This design comes from an exercise in tuning for small area, a short achievable clock period and few clock cycles on the open sky130 flow, not from production work. In this exercise RTL edits were held to simulation tests only and were not proved equivalent to the original. No driver is modelled on the clock port, so clock power and skew are understated where the tree is cut down; a real chip needs a root buffer or a tree. Power figures rest on the tool's default switching activity, not on a simulated workload.

`flow/config.mk`:
```
export PLATFORM = sky130hd
export DESIGN_NAME = matriscarpici
export DESIGN_NICKNAME = matriscarpici
export VERILOG_FILES = /design/flow/design.v
export SDC_FILE = /design/flow/constraint.sdc
export NUM_CORES = 4
export LEC_CHECK = 0
export CAP_MARGIN = 20
export CORE_MARGIN = 2
export CORE_UTILIZATION = 40
export CTS_CLUSTER_DIAMETER = 150
export CTS_CLUSTER_SIZE = 26
export PLACE_DENSITY = 0.6
export SLEW_MARGIN = 20
```
`flow/constraint.sdc`:
```
create_clock -name core_clock -period 9.0 [get_ports {clk}]
set_input_delay 1.8000 -clock core_clock [delete_from_list [all_inputs] [get_ports {clk}]]
set_output_delay 1.8000 -clock core_clock [all_outputs]
set_load 0.01 [all_outputs]
```
`flow/design.v`:
```
`timescale 1ns / 1ps
module matriscarpici #(parameter M=8)(
    input clk,
    input rst,
    input [M-1:0] matris_veri,
    input matris_gecerli,
    output reg [2*M+1:0] carpim_veri,
    output reg carpim_gecerli
    );
    localparam [17:0] BASLA = 18'd88064;    
    reg [7:0]   a_zincir [7:0];    
    reg [4:0]   sayac;             
    reg [3:0]   b_one, b_two, b_neg;    
    reg         p_a, p_v, p_k0, p_k3, p_j1;      
    reg         c_v, c_ilk, c_k3, c_son;          
    reg         t1, t2, yukle;
    reg [17:0]  s0a, s0b, s1a, s1b;        
    reg [17:0]  r0a, r1a, r1b;
    wire al   = matris_gecerli && !sayac[4];
    wire [9:0] bb = {1'b0, matris_veri, 1'b0};
    wire [3:0] e_one, e_two, e_neg;
    genvar g;
    generate for (g = 0; g < 4; g = g + 1) begin : enc
        assign e_one[g] = bb[2*g+1] ^ bb[2*g];
        assign e_two[g] = (bb[2*g+2] & ~bb[2*g+1] & ~bb[2*g]) | (~bb[2*g+2] & bb[2*g+1] & bb[2*g]);
        assign e_neg[g] = bb[2*g+2];
    end endgenerate
    wire [7:0] geri;
    assign geri[0] = b_one[0];
    assign geri[1] = b_neg[0];
    assign geri[2] = b_one[1] ^ b_neg[0];
    assign geri[3] = b_neg[1];
    assign geri[4] = b_one[2] ^ b_neg[1];
    assign geri[5] = b_neg[2];
    assign geri[6] = b_one[3] ^ b_neg[2];
    assign geri[7] = b_neg[3];
    wire [3:0] nn = {4{p_v}} & ~b_neg;
    wire       b7 = p_v & b_neg[3];
    wire [17:0] t0a, t0b, t1a, t1b;
    matriscarpici_pp u0 (.a(a_zincir[0]), .one(b_one), .two(b_two), .neg(b_neg), .nn(nn),
                         .b7(b7), .ra(t0a), .rb(t0b));
    matriscarpici_pp u1 (.a(a_zincir[4]), .one(b_one), .two(b_two), .neg(b_neg), .nn(nn),
                         .b7(b7), .ra(t1a), .rb(t1b));
    wire [17:0] mac0, mac1;
    matriscarpici_add3 w0 (.x(r0a), .y(s0a), .z(s0b), .s(mac0));
    matriscarpici_add3 w1 (.x(r1a), .y(s1a), .z(s1b), .s(mac1));
    wire kaydir = p_a || (p_v && p_j1);
    integer i;
    always @(posedge clk) begin
        if (kaydir) begin
            for (i = 0; i < 7; i = i + 1) a_zincir[i] <= a_zincir[i+1];
            a_zincir[7] <= geri;
        end
        s0a <= t0a; s0b <= t0b; s1a <= t1a; s1b <= t1b;
        if (c_v || t1 || t2) carpim_veri <= mac0;
        if (c_v) r1b <= mac1;
        if (c_son || t1)
            r0a <= r1b;
        else if (c_v && !c_ilk)
            r0a <= carpim_veri;
        else if (c_v || yukle)
            r0a <= BASLA;
        if (c_v && !c_ilk)
            r1a <= r1b;
        else if (c_v || yukle)
            r1a <= BASLA;
        b_one <= al ? e_one : 4'd0;
        b_two <= al ? e_two : 4'd0;
        b_neg <= al ? e_neg : 4'd0;
        if (rst) begin
            sayac <= 5'd0;
            p_a <= 1'b0; p_v <= 1'b0; p_k0 <= 1'b0; p_k3 <= 1'b0; p_j1 <= 1'b0;
            c_v <= 1'b0; c_ilk <= 1'b0; c_k3 <= 1'b0; c_son <= 1'b0;
            t1 <= 1'b0; t2 <= 1'b0; yukle <= 1'b0;
            carpim_gecerli <= 1'b0;
        end else begin
            p_a  <= al && !sayac[3];
            p_v  <= al && sayac[3];
            p_k0 <= sayac[2:1] == 2'd0;
            p_k3 <= sayac[2:1] == 2'd3;
            p_j1 <= sayac[0];
            c_v   <= p_v;
            c_ilk <= p_v && p_k0 && !p_j1;
            c_k3  <= p_v && p_k3;
            c_son <= p_v && p_k3 && p_j1;
            t1 <= (sayac == 5'd17);
            t2 <= (sayac == 5'd18);
            yukle <= (sayac[4:3] == 2'd0);
            carpim_gecerli <= c_k3 || t1 || t2;
            if (sayac == 5'd19)
                sayac <= 5'd0;
            else if (sayac[4] || al)
                sayac <= sayac + 5'd1;
        end
    end
endmodule
module matriscarpici_pp (
    input  [7:0] a,
    input  [3:0] one, two, neg, nn,
    input        b7,
    output [17:0] ra,
    output [17:0] rb
);
    wire x0_0 = ((one[0] & a[0])) ^ neg[0];
    wire x0_1 = ((one[0] & a[1]) | (two[0] & a[0])) ^ neg[0];
    wire x0_2 = ((one[0] & a[2]) | (two[0] & a[1])) ^ neg[0];
    wire x0_3 = ((one[0] & a[3]) | (two[0] & a[2])) ^ neg[0];
    wire x0_4 = ((one[0] & a[4]) | (two[0] & a[3])) ^ neg[0];
    wire x0_5 = ((one[0] & a[5]) | (two[0] & a[4])) ^ neg[0];
    wire x0_6 = ((one[0] & a[6]) | (two[0] & a[5])) ^ neg[0];
    wire x0_7 = ((one[0] & a[7]) | (two[0] & a[6])) ^ neg[0];
    wire x0_8 = ((two[0] & a[7])) ^ neg[0];
    wire x1_0 = ((one[1] & a[0])) ^ neg[1];
    wire x1_1 = ((one[1] & a[1]) | (two[1] & a[0])) ^ neg[1];
    wire x1_2 = ((one[1] & a[2]) | (two[1] & a[1])) ^ neg[1];
    wire x1_3 = ((one[1] & a[3]) | (two[1] & a[2])) ^ neg[1];
    wire x1_4 = ((one[1] & a[4]) | (two[1] & a[3])) ^ neg[1];
    wire x1_5 = ((one[1] & a[5]) | (two[1] & a[4])) ^ neg[1];
    wire x1_6 = ((one[1] & a[6]) | (two[1] & a[5])) ^ neg[1];
    wire x1_7 = ((one[1] & a[7]) | (two[1] & a[6])) ^ neg[1];
    wire x1_8 = ((two[1] & a[7])) ^ neg[1];
    wire x2_0 = ((one[2] & a[0])) ^ neg[2];
    wire x2_1 = ((one[2] & a[1]) | (two[2] & a[0])) ^ neg[2];
    wire x2_2 = ((one[2] & a[2]) | (two[2] & a[1])) ^ neg[2];
    wire x2_3 = ((one[2] & a[3]) | (two[2] & a[2])) ^ neg[2];
    wire x2_4 = ((one[2] & a[4]) | (two[2] & a[3])) ^ neg[2];
    wire x2_5 = ((one[2] & a[5]) | (two[2] & a[4])) ^ neg[2];
    wire x2_6 = ((one[2] & a[6]) | (two[2] & a[5])) ^ neg[2];
    wire x2_7 = ((one[2] & a[7]) | (two[2] & a[6])) ^ neg[2];
    wire x2_8 = ((two[2] & a[7])) ^ neg[2];
    wire x3_0 = ((one[3] & a[0])) ^ neg[3];
    wire x3_1 = ((one[3] & a[1]) | (two[3] & a[0])) ^ neg[3];
    wire x3_2 = ((one[3] & a[2]) | (two[3] & a[1])) ^ neg[3];
    wire x3_3 = ((one[3] & a[3]) | (two[3] & a[2])) ^ neg[3];
    wire x3_4 = ((one[3] & a[4]) | (two[3] & a[3])) ^ neg[3];
    wire x3_5 = ((one[3] & a[5]) | (two[3] & a[4])) ^ neg[3];
    wire x3_6 = ((one[3] & a[6]) | (two[3] & a[5])) ^ neg[3];
    wire x3_7 = ((one[3] & a[7]) | (two[3] & a[6])) ^ neg[3];
    wire x3_8 = ((two[3] & a[7])) ^ neg[3];
    wire y_0 = b7 & a[0];
    wire y_1 = b7 & a[1];
    wire y_2 = b7 & a[2];
    wire y_3 = b7 & a[3];
    wire y_4 = b7 & a[4];
    wire y_5 = b7 & a[5];
    wire y_6 = b7 & a[6];
    wire y_7 = b7 & a[7];
    wire t1 = neg[3] ^ x0_6;
    wire t2 = neg[3] & x0_6;
    wire t3 = x0_7 ^ x1_5;
    wire t4 = x0_7 & x1_5;
    wire t5 = y_0 ^ x0_8 ^ x1_6;
    wire t6 = (y_0 & x0_8) | (y_0 & x1_6) | (x0_8 & x1_6);
    wire t7 = nn[0] ^ y_1 ^ x1_7;
    wire t8 = (nn[0] & y_1) | (nn[0] & x1_7) | (y_1 & x1_7);
    wire t9 = y_2 ^ x1_8;
    wire t10 = y_2 & x1_8;
    wire t11 = nn[1] ^ y_3;
    wire t12 = nn[1] & y_3;
    wire t13 = neg[2] ^ x0_4;
    wire t14 = neg[2] & x0_4;
    wire t15 = x0_5 ^ x1_3;
    wire t16 = x0_5 & x1_3;
    wire t17 = x1_4 ^ x2_2 ^ x3_0;
    wire t18 = (x1_4 & x2_2) | (x1_4 & x3_0) | (x2_2 & x3_0);
    wire t19 = x2_3 ^ x3_1 ^ t2;
    wire t20 = (x2_3 & x3_1) | (x2_3 & t2) | (x3_1 & t2);
    wire t21 = x2_4 ^ x3_2 ^ t4;
    wire t22 = (x2_4 & x3_2) | (x2_4 & t4) | (x3_2 & t4);
    wire t23 = x2_5 ^ x3_3 ^ t6;
    wire t24 = (x2_5 & x3_3) | (x2_5 & t6) | (x3_3 & t6);
    wire t25 = x2_6 ^ x3_4 ^ t9;
    wire t26 = (x2_6 & x3_4) | (x2_6 & t9) | (x3_4 & t9);
    wire t27 = x2_7 ^ x3_5 ^ t11;
    wire t28 = (x2_7 & x3_5) | (x2_7 & t11) | (x3_5 & t11);
    wire t29 = y_4 ^ t12 ^ x2_8;
    wire t30 = (y_4 & t12) | (y_4 & x2_8) | (t12 & x2_8);
    wire t31 = nn[2] ^ y_5;
    wire t32 = nn[2] & y_5;
    wire t33 = neg[1] ^ x0_2;
    wire t34 = neg[1] & x0_2;
    wire t35 = x0_3 ^ x1_1;
    wire t36 = x0_3 & x1_1;
    wire t37 = x1_2 ^ x2_0 ^ t13;
    wire t38 = (x1_2 & x2_0) | (x1_2 & t13) | (x2_0 & t13);
    wire t39 = x2_1 ^ t14 ^ t15;
    wire t40 = (x2_1 & t14) | (x2_1 & t15) | (t14 & t15);
    wire t41 = t16 ^ t1 ^ t17;
    wire t42 = (t16 & t1) | (t16 & t17) | (t1 & t17);
    wire t43 = t3 ^ t18 ^ t19;
    wire t44 = (t3 & t18) | (t3 & t19) | (t18 & t19);
    wire t45 = t5 ^ t20 ^ t21;
    wire t46 = (t5 & t20) | (t5 & t21) | (t20 & t21);
    wire t47 = t7 ^ t22 ^ t23;
    wire t48 = (t7 & t22) | (t7 & t23) | (t22 & t23);
    wire t49 = t8 ^ t25 ^ t24;
    wire t50 = (t8 & t25) | (t8 & t24) | (t25 & t24);
    wire t51 = t10 ^ t27 ^ t26;
    wire t52 = (t10 & t27) | (t10 & t26) | (t27 & t26);
    wire t53 = x3_6 ^ t28 ^ t29;
    wire t54 = (x3_6 & t28) | (x3_6 & t29) | (t28 & t29);
    wire t55 = x3_7 ^ t31 ^ t30;
    wire t56 = (x3_7 & t31) | (x3_7 & t30) | (t31 & t30);
    wire t57 = y_6 ^ t32 ^ x3_8;
    wire t58 = (y_6 & t32) | (y_6 & x3_8) | (t32 & x3_8);
    wire t59 = nn[3] ^ y_7;
    wire t60 = nn[3] & y_7;
    assign ra = {1'b0, t60, t58, t56, t54, t52, t50, t48, t46, t44, t42, t40, t38, t36, t34, t33, x0_1, neg[0]};
    assign rb = {1'b0, 1'b0, t59, t57, t55, t53, t51, t49, t47, t45, t43, t41, t39, t37, t35, x1_0, 1'b0, x0_0};
endmodule
module matriscarpici_add3 (
    input  [17:0] x, y, z,
    output [17:0] s
);
    wire [17:0] u = x ^ y ^ z;
    wire [17:0] v = (x & y) | (x & z) | (y & z);
    assign s = u + {v[16:0], 1'b0};
endmodule
```
`flow/flow/run.sh`:
```
#!/bin/bash
set -euo pipefail
ARGS=(SETUP_SLACK_MARGIN=6.2 "BUFFER_PORTS_ARGS=-buffer_cell sky130_fd_sc_hd__buf_2")
bash standard.sh "${ARGS[@]}" cts > standard_cts.log 2>&1
RES=orfs/results/sky130hd/matriscarpici/base openroad -no_init -exit flow/flatten_clock.tcl > flatten_clock.log 2>&1
bash standard.sh "${ARGS[@]}" finish > standard.log 2>&1
```
`flow/flow/flatten_clock.tcl`:
```
# Take out the clock tree's middle level: the leaf clock buffers are driven
# straight from the root buffer, which shortens the clock path of every
# register alike. The dummy clock loads CTS added for balancing go too.
set res $::env(RES)
read_db $res/4_cts.odb
set block [ord::get_db_block]
set root_net [$block findNet clknet_0_clk]
if {$root_net eq "NULL" || $root_net eq ""} { error "no clknet_0_clk" }
set mids {}
foreach inst [$block getInsts] {
  set n [$inst getName]
  if {[string match "clkbuf_1_*" $n]} { lappend mids $inst }
}
foreach inst $mids {
  set name [$inst getName]
  set out [[$inst findITerm X] getNet]
  set loads {}
  foreach it [$out getITerms] {
    if {[$it getInst] ne $inst} { lappend loads $it }
  }
  odb::dbInst_destroy $inst
  foreach it $loads {
    set li [$it getInst]
    if {[string match "clkload*" [$li getName]]} {
      odb::dbInst_destroy $li
    } else {
      $it connect $root_net
    }
  }
  odb::dbNet_destroy $out
  puts "removed $name -> [llength $loads] loads moved"
}
# leaf-level dummy loads
foreach inst [$block getInsts] {
  set name [$inst getName]
  if {[string match "clkload*" $name]} {
    puts "removed dummy load $name"
    odb::dbInst_destroy $inst
  }
}
write_db $res/4_cts.odb
```
`flow/standard.sh`:
```
#!/bin/bash
# synth_recipe.tcl (not shown) runs the flow's synth.tcl, then flattens the netlist and writes it again
# the make line also repeats each setting of config.mk as NAME=value (left out here)
make -C /OpenROAD-flow-scripts/flow DESIGN_CONFIG=/design/flow/config.mk WORK_HOME=/design/flow/orfs CLKGATE_MAP_FILE= SYNTH_SCRIPT=/design/flow/synth_recipe.tcl "${@:-finish}"
```
==> summary.md, run 1 <==
| Metric | Value |
|---|---|
| Outcome | complete, no violations |
| Logic pwr share | 0.362 |
| Starting density of the core | 0.409 |
| Final hold violations | 0 |
| Layout cells sized above 1 | 0.116 |
| Die Height | between 150 and 200 um |
| Crit Path Max Fanout | 2 |
| Port bufs | 29 |
| Setup CP Type | reg2out |
| Pint | between 1.5 and 2 mW |
| Crit path DAT | 1.03 ns |
| First-pass GRT wire length | approximately 36,000 um |
| Hold buffers post-CTS | 0 |
| CTS clk-pin slew, worst paths | about 0.10 ns |
| Post-synthesis sequential area ratio | 0.519 |
| Mapped cell area | about 0.011 mm2 |
| Chip Width | between 150 and 200 um |
| 1st-pass router iterations | 5 |
| CP max-delay cell | edfxtp_1 |
| Worst hold path type | reg2reg |
| Critical Path Sink Type | output pin |
| GR Util All Layers | 0.156 |
| Nets@finish | around 1,000 |
| # fillers | approximately 2,600 |
| Tmin final | around 2.8 ns |
| IO Pins | 30 |
| Yosys reg bits | 229 |
| Row cnt | a little over 60 |
| Core Region | between 0.02 and 0.03 mm2 |
| Worst-path cell chain | buf_2 |
| Leak Pwr | 4.90 nW |
| Setup crit start kind | flop |
| Pwr Total | roughly 2.9 mW |
| TNS Setup | 0 ns |
| Top post-synthesis cells by area | edfxtp_1 36%, dfxtp_1 16%, fa_1 13% |
| Fin crit share | 0.314 |
| Clk sinks | about 230 |
| Cells after Synth | slightly below 900 |
| Post-DRT Antenna Nets | 0 |
| Clock latency on the worst-skew pair | 0.42 ns |
| Part of the power in registers | 0.462 |
| Drc violations | 0 |
| Die ar. | 0.0300 mm2 |
| Avg Cell Area, Syn | approximately 13 um2 |
| Buffers & Inverters on Critical Path | 1 |
| Finished Core Util | 0.445 |
| Post-Route WL | roughly 22,000 um |
| Number of global-route vias before repair | between 6,000 and 7,000 |
| Via Count | 6,448 |
| PwrDens | between 200 and 250 mW/mm2 |
| Gr ovfl total | 0 |
| Actual slew at the worst max-slew pin | 0.957 ns |
| Switching share of total power | 0.333 |
| Yosys cell types | 50 |
| YS warnings | 3 |
| Most used DFF post-synth | edfxtp_1 |
| Yosys top cell area share | 0.356 |
| DR vias/cell | between 5 and 6 |
| CP delay by family, top | flip-flops |
| WL/cell | about 17 um |
| Pre-CTS WS | slightly below 6 ns |
| Ant diodes | 0 |
| Skew final | 0.0208 ns |
| VDD IR max | 0.118 mV |
| Post-Syn Nets | 1,031 |
| Unrepaired setup endpoints after global routing | yes |
| Final Setup Violations | 0 |
| Final Max Tran Viols | 0 |
| Max Cap Violations | 0 |
| Most area-hungry cell type in the Yosys netlist | edfxtp_1 |
| P_sw | approximately 0.96 mW |
| Initial antenna violation count | 0 |
| Initial DRC count | about 400 |
| Relative slew slack | 0.362 |
| Largest net degree at the start of global routing | 65 |
| Clock power frac | 0.176 |
| Number of enable flip-flop cells after synthesis | 136 |
| Post-DP HPWL | about 16,000 um |
| Area delta synth->final | 8.86% |
| Final WS setup | approximately 6 ns |
| Max Freq | roughly 350 MHz |
| WP data required | around 7 ns |
| Fraction of registers with async set or reset after synthesis | 0 |
| Gp weighted congestion | between 0.8 and 0.9 |
| Largest stage delay on the critical path | between 0.4 and 0.5 ns |
==> state kept, by name, indices dropped and copies added (netlist names), 4 cells and up <==
name	flops
a_zincir	64
carpim_veri	18
r0a	18
r1a	18
r1b	18
s1a	17
s0a	16
s0b	15
s1b	15
sayac	5
b_neg	4
b_one	4
b_two	4
==> cell usage after synthesis, types with 8 or more instances <==
cell type  count
edfxtp_1     136
dfxtp_1       93
fa_1          72
xnor2_1       69
ha_1          59
a22oi_1       56
clkbuf_1      52
inv_1         50
xor2_1        42
nand2_1       35
a21oi_1       29
nor2_1        27
and2_1        24
and3_1        16
a22o_1        14
o21ai_0       14
a21o_1        13
nand2b_1       9
a211oi_1       8
nor2b_1        8
nor3_1         8
==> per-stage QoR <==
step                      cells  instance area [um2]  hold slack (ns)
after global routing       1282                12500            0.420
after CTS                  1288                12400            0.416
after detailed placement   1249                11900            0.405
after floorplan             889                11500            0.359
after global placement     1249                11900            0.401
final                      1282                12500            0.401
==> power by group through the flow <==
stage	clock network [mW]	logic [mW]	registers, mW
after floorplan	0	0.767	1.32
after global placement	0	0.935	1.35
after detailed placement	0	0.949	1.35
after CTS	0.619	0.961	1.33
after global routing	0.561	1.17	1.34
final	0.507	1.04	1.33
==> per-layer routing <==
layer | global-route usage | part of all wire | vias up
li1 | - | - | 3125
met1 | 0.227 | 0.51 | 3185
met2 | 0.234 | 0.44 | 125
met3 | 0.0340 | 0.040 | 13
met4 | 0.0441 | 0.011 | 0
met5 | 0 | 0 | -
==> final cells by class <==
cell class | count | area, um2 | area share
flip-flops and latches | 229 | 5950 | 0.477
clock buffers | 10 | 250 | 0.0201
well taps | 378 | 473 | 0.0379
multi-input cells | 557 | 5250 | 0.421
inverters | 50 | 188 | 0.0150
repair buffers | 58 | 363 | 0.0291
==> final timing paths <==
| path | from | to | slack (ns) | cells past startpoint |
|---|---|---|---|---|
| setup / recovery | carpim_veri[2] | carpim_veri[2] | 6.17 | 1 |
| hold / removal | a_zincir[1][4] | a_zincir[0][4] | 0.40 | 0 |
| setup reg to reg | r1a[10] | r1b[16] | 6.20 | 8 |
| hold reg to reg | a_zincir[1][4] | a_zincir[0][4] | 0.40 | 0 |
==> worst register-to-register path, cell delays in order, from the launching register on <==
cell      delay, ns
edfxtp_1       0.46
fa_1           0.55
ha_2           0.33
a21oi_4        0.20
nand2_1        0.08
a21oi_1        0.26
o41ai_4        0.16
a311o_2        0.40
xor2_1         0.14
==> layout by cell type, fill, tap and decap left out, types with 27 or more instances in the layout <==
master / synthesis / layout
dfxtp_1: 93 / 88
xnor2_1: 69 / 69
buf_2: 1 / 29
inv_1: 50 / 50
ha_1: 59 / 55
fa_1: 72 / 72
nor2_1: 27 / 27
buf_4: 0 / 29
edfxtp_1: 136 / 136
xor2_1: 42 / 42
nand2_1: 35 / 35
a22oi_1: 56 / 56
==> cells by family after synthesis <==
logic type / Yosys count / synth area share
AOI/OAI and AO/OA: 163 / 0.102
adders and majority gates: 131 / 0.190
muxes: 1 / 0.000874
DFF: 229 / 0.519
buffers and inverters: 103 / 0.0339
and+or+nand+nor: 151 / 0.0696
xor gates and xnor gates: 111 / 0.0848
==> what timing repair did <==
action / 4_1_cts / 5_1_grt
cloned: 0 / 0
resized for setup: 7 / 21
pin swaps: 3 / 11
endpoints found under the setup margin: 27 / 29
buffers inserted: 19 / 4
hold endpoints to repair: 0 / 0
Testbench counts, summed over its fixed seeds: cycles 10,248.
==> run 2: changes to the inputs <==
--- a/flow/flow/run.sh
+++ b/flow/flow/run.sh
@@ -2,3 +2,3 @@
 set -euo pipefail
-ARGS=(SETUP_SLACK_MARGIN=6.2 "BUFFER_PORTS_ARGS=-buffer_cell sky130_fd_sc_hd__buf_2")
+ARGS=(SETUP_SLACK_MARGIN=6.0 "BUFFER_PORTS_ARGS=-buffer_cell sky130_fd_sc_hd__buf_2")
 bash standard.sh "${ARGS[@]}" cts > standard_cts.log 2>&1
==> summary.md, run 2 <==
| Metric | Value |
|---|---|
| Final design area excluding fillers | 0.0122 mm2 (-2.4%) |
| Crit path DAT | 3.03 ns (+2.00 ns) |
| WL/cell | 17.5 um (about the same) |
| Fin crit share | 0.316 (+0.00188) |
| WP data required | 9.18 ns (+1.98 ns) |
| TNS Setup | 0 ns (unchanged) |
| Actual slew at the worst max-slew pin | 0.945 ns (-0.0125 ns) |
| Gp weighted congestion | 0.831 (unchanged) |
| Commonest non-fill, non-tap cell in the layout | edfxtp_1 |
| DR vias/cell | 5.05 (+0.48%) |
| Post-synthesis sequential area ratio | 0.519 (unchanged) |
| Mapped cell area | 0.0115 mm2 (unchanged) |
| Leak Pwr | 4.76 nW (-2.9%) |
| CTS clk-pin slew, worst paths | 0.11 ns (about the same) |
| Drc violations | 0 (unchanged) |
| YS warnings | 3 (unchanged) |
| Most area-hungry cell type in the Yosys netlist | edfxtp_1 |
| Final Setup Violations | 0 (unchanged) |
| Count leader, synth | edfxtp_1 |
| Yosys reg bits | 229 (unchanged) |
| Final hold slack | 0.404 ns (+0.00317 ns) |
| Post-DRT Antenna Nets | 0 (unchanged) |
| Ant diodes | 0 (unchanged) |
| Initial antenna violation count | 0 (unchanged) |
| Initial DRC count | 461 (+15%) |
| Unrepaired setup endpoints after global routing | no |
| Most used DFF post-synth | edfxtp_1 |
| Die Height | 173 um (unchanged) |
| Port bufs | 29 (unchanged) |
| Hold path cells | 0 (unchanged) |
| PwrDens | 229 mW/mm2 (-0.77%) |
| Outcome | complete, no violations |
| Worst hold path type | reg2reg |
| Largest net degree at the start of global routing | 65 (unchanged) |
| Final WS setup | 6.16 ns (-0.0169 ns) |
| Top post-synthesis cells by area | edfxtp_1 36%, dfxtp_1 16%, fa_1 13% |
| First-pass GRT wire length | 36,000 um (-0.49%) |
| Yosys cell types | 50 (unchanged) |
| Via Count | 6,363 (-1.3%) |
| Worst-case reg-to-reg path depth | 8 (unchanged) |
| Pwr Total | 2.79 mW (-3.1%) |
| Clock latency on the worst-skew pair | 0.41 ns (about the same) |
| Number of global-route vias before repair | 6,583 (-0.99%) |
| Post-DP HPWL | 15,900 um (unchanged) |
| Chip Width | 173 um (unchanged) |
| Layout cells sized above 1 | 0.0726 (-0.0435) |
| Setup CP Type | reg2reg |
| Area delta synth->final | 6.28% |
| Relative slew slack | 0.370 (+0.00833) |
| 1st-pass router iterations | 5 (unchanged) |
| Post-Syn Nets | 1,031 (unchanged) |
| Pre-CTS WS | 5.94 ns (unchanged) |
| Crit Path Max Fanout | 3 (+1) |
| Avg Cell Area, Syn | 12.9 um2 (unchanged) |
| Commonest cells in the netlist | 136 x edfxtp_1, 93 x dfxtp_1, 72 x fa_1, 69 x xnor2_1, 59 x ha_1 |
| Reg2Reg Setup Slack | 6.16 ns (-0.04 ns) |
| Final hold violations | 0 (unchanged) |
| Number of enable flip-flop cells after synthesis | 136 (unchanged) |
| Placed cell area | 0.0119 mm2 (unchanged) |
| Tmin final | 2.84 ns (+0.0169 ns) |
| Cells after Synth | 889 (unchanged) |
| Top reg by flops | a_zincir |
| GR Util All Layers | 0.155 (-0.000721) |
| Max Freq | 352 MHz (-0.59%) |
| Post-Route WL | 22,000 um (-1.7%) |
| Skew final | 0.0192 ns (-0.00157 ns) |
| Gr ovfl total | 0 (unchanged) |
| Hold buffers post-CTS | 0 (unchanged) |
| Starting density of the core | 0.409 (unchanged) |
| Critical Path Sink Type | flop |
| Row cnt | 61 (unchanged) |
| IO Pins | 30 (unchanged) |
| Max reg flops | 64 (unchanged) |
| Final Max Tran Viols | 0 (unchanged) |
| Setup crit start kind | flop |
| Nets@finish | 1,025 (-2.2%) |
| Yosys top cell area share | 0.356 (unchanged) |
| Fraction of registers with async set or reset after synthesis | 0 (unchanged) |
| Commonest cells after routing, fill and taps aside | 136 x edfxtp_1, 92 x dfxtp_1, 72 x fa_1, 69 x xnor2_1, 59 x ha_1 |
| VDD IR max | 0.117 mV (-1.5%) |
| Core Region | 0.0280 mm2 (unchanged) |
| Die ar. | 0.0300 mm2 (unchanged) |
| Max Cap Violations | 0 (unchanged) |
| Clk sinks | 229 (unchanged) |
==> run 2: cell counts after synthesis <==
No cell type changed its count.
==> run 2: through the flow <==
step	utilization	instances
finish	0.435	1259
global route	0.435	1259
CTS	0.438	1269
detailed placement	0.426	1249
global placement	0.426	1249
floorplan	-	889
==> run 2: worst paths after layout <==
path,end,from
setup / recovery,r1b[16],r1a[2]
hold / removal,a_zincir[0][4],a_zincir[1][4]
setup reg to reg,r1b[16],r1a[2]
hold reg to reg,a_zincir[0][4],a_zincir[1][4]
==> run 2: power breakdown <==
part	total, mW	internal (mW)	switching, mW
logic	0.958	0.423	0.535
clock network	0.504	0.200	0.303
registers	1.33	1.26	0.0711
total	2.79	1.88	0.909
==> run 2: cell families (layout without fill, tap and decap cells) <==
family | count (synthesis) | after routing | share of synthesized area
AOI/OAI and AO/OA | 163 | 163 | 0.102
xor gates and xnor gates | 111 | 111 | 0.0848
adders and majority gates | 131 | 131 | 0.190
buffers and inverters | 103 | 95 | 0.0339
DFF | 229 | 229 | 0.519
muxes | 1 | 1 | 0.000874
and+or+nand+nor | 151 | 151 | 0.0696
==> run 2: final cells by class <==
cell class | count | area, um2
Timing Repair Buffer | 35 | 190
Inverter | 50 | 188
Multi-Input combinational cell | 557 | 5130
Tap cell | 378 | 473
Clock buffer | 10 | 250
Fill cell | 2607 | 15800
Sequential cell | 229 | 5950
==> run 2: what timing repair did <==
item	CTS	global route
gates resized for setup	1	2
setup buffers	0	0
setup endpoints to repair	1	2
==> run 2: layer usage <==
| metal | up-vias | share of wire | wire (um) | GRT usage |
|---|---|---|---|---|
| li1 | 3077 | - | - | - |
| met1 | 3150 | 0.51 | 11200 | 0.226 |
| met2 | 123 | 0.44 | 9590 | 0.232 |
| met3 | 13 | 0.043 | 955 | 0.0340 |
| met4 | 0 | 0.012 | 257 | 0.0441 |
| met5 | - | 0 | 0 | 0 |
==> run 2: critical path, cell delays in order, from the launching register on <==
cell and delay, ns:
edfxtp_1 0.39, fa_1 0.47, ha_1 0.33, a211oi_1 0.33
o21ai_2 0.14, a211oi_2 0.27, o41ai_2 0.16, a311o_2 0.39
xor2_1 0.14

-- static timing again, ports no longer ideal --
The flow's constraints put no driver on any port. The routed layouts listed below were extracted and timed again, unchanged, in two steps. Step 1 assumes that a clkbuf_16 drives the clock port and a buf_2 every other input. Step 2 adds t to the input delays and takes it off the output delays; t is the mean of the earliest and latest rising clock arrival at the registers after step 1. Input paths then give back, and output paths get back, about the clock's delay inside the block. Three values: ideal, step 1, step 2; two values: the first two.
run	t, ns	slack for setup (ns)	slew at the worst register clock pin (ns)
run 1	0.457	6.172 / 6.124 / 6.202	0.11 / 0.11
run 2	0.458	6.155 / 6.122 / 6.155	0.11 / 0.11
After both steps setup and hold are still met in every run listed.
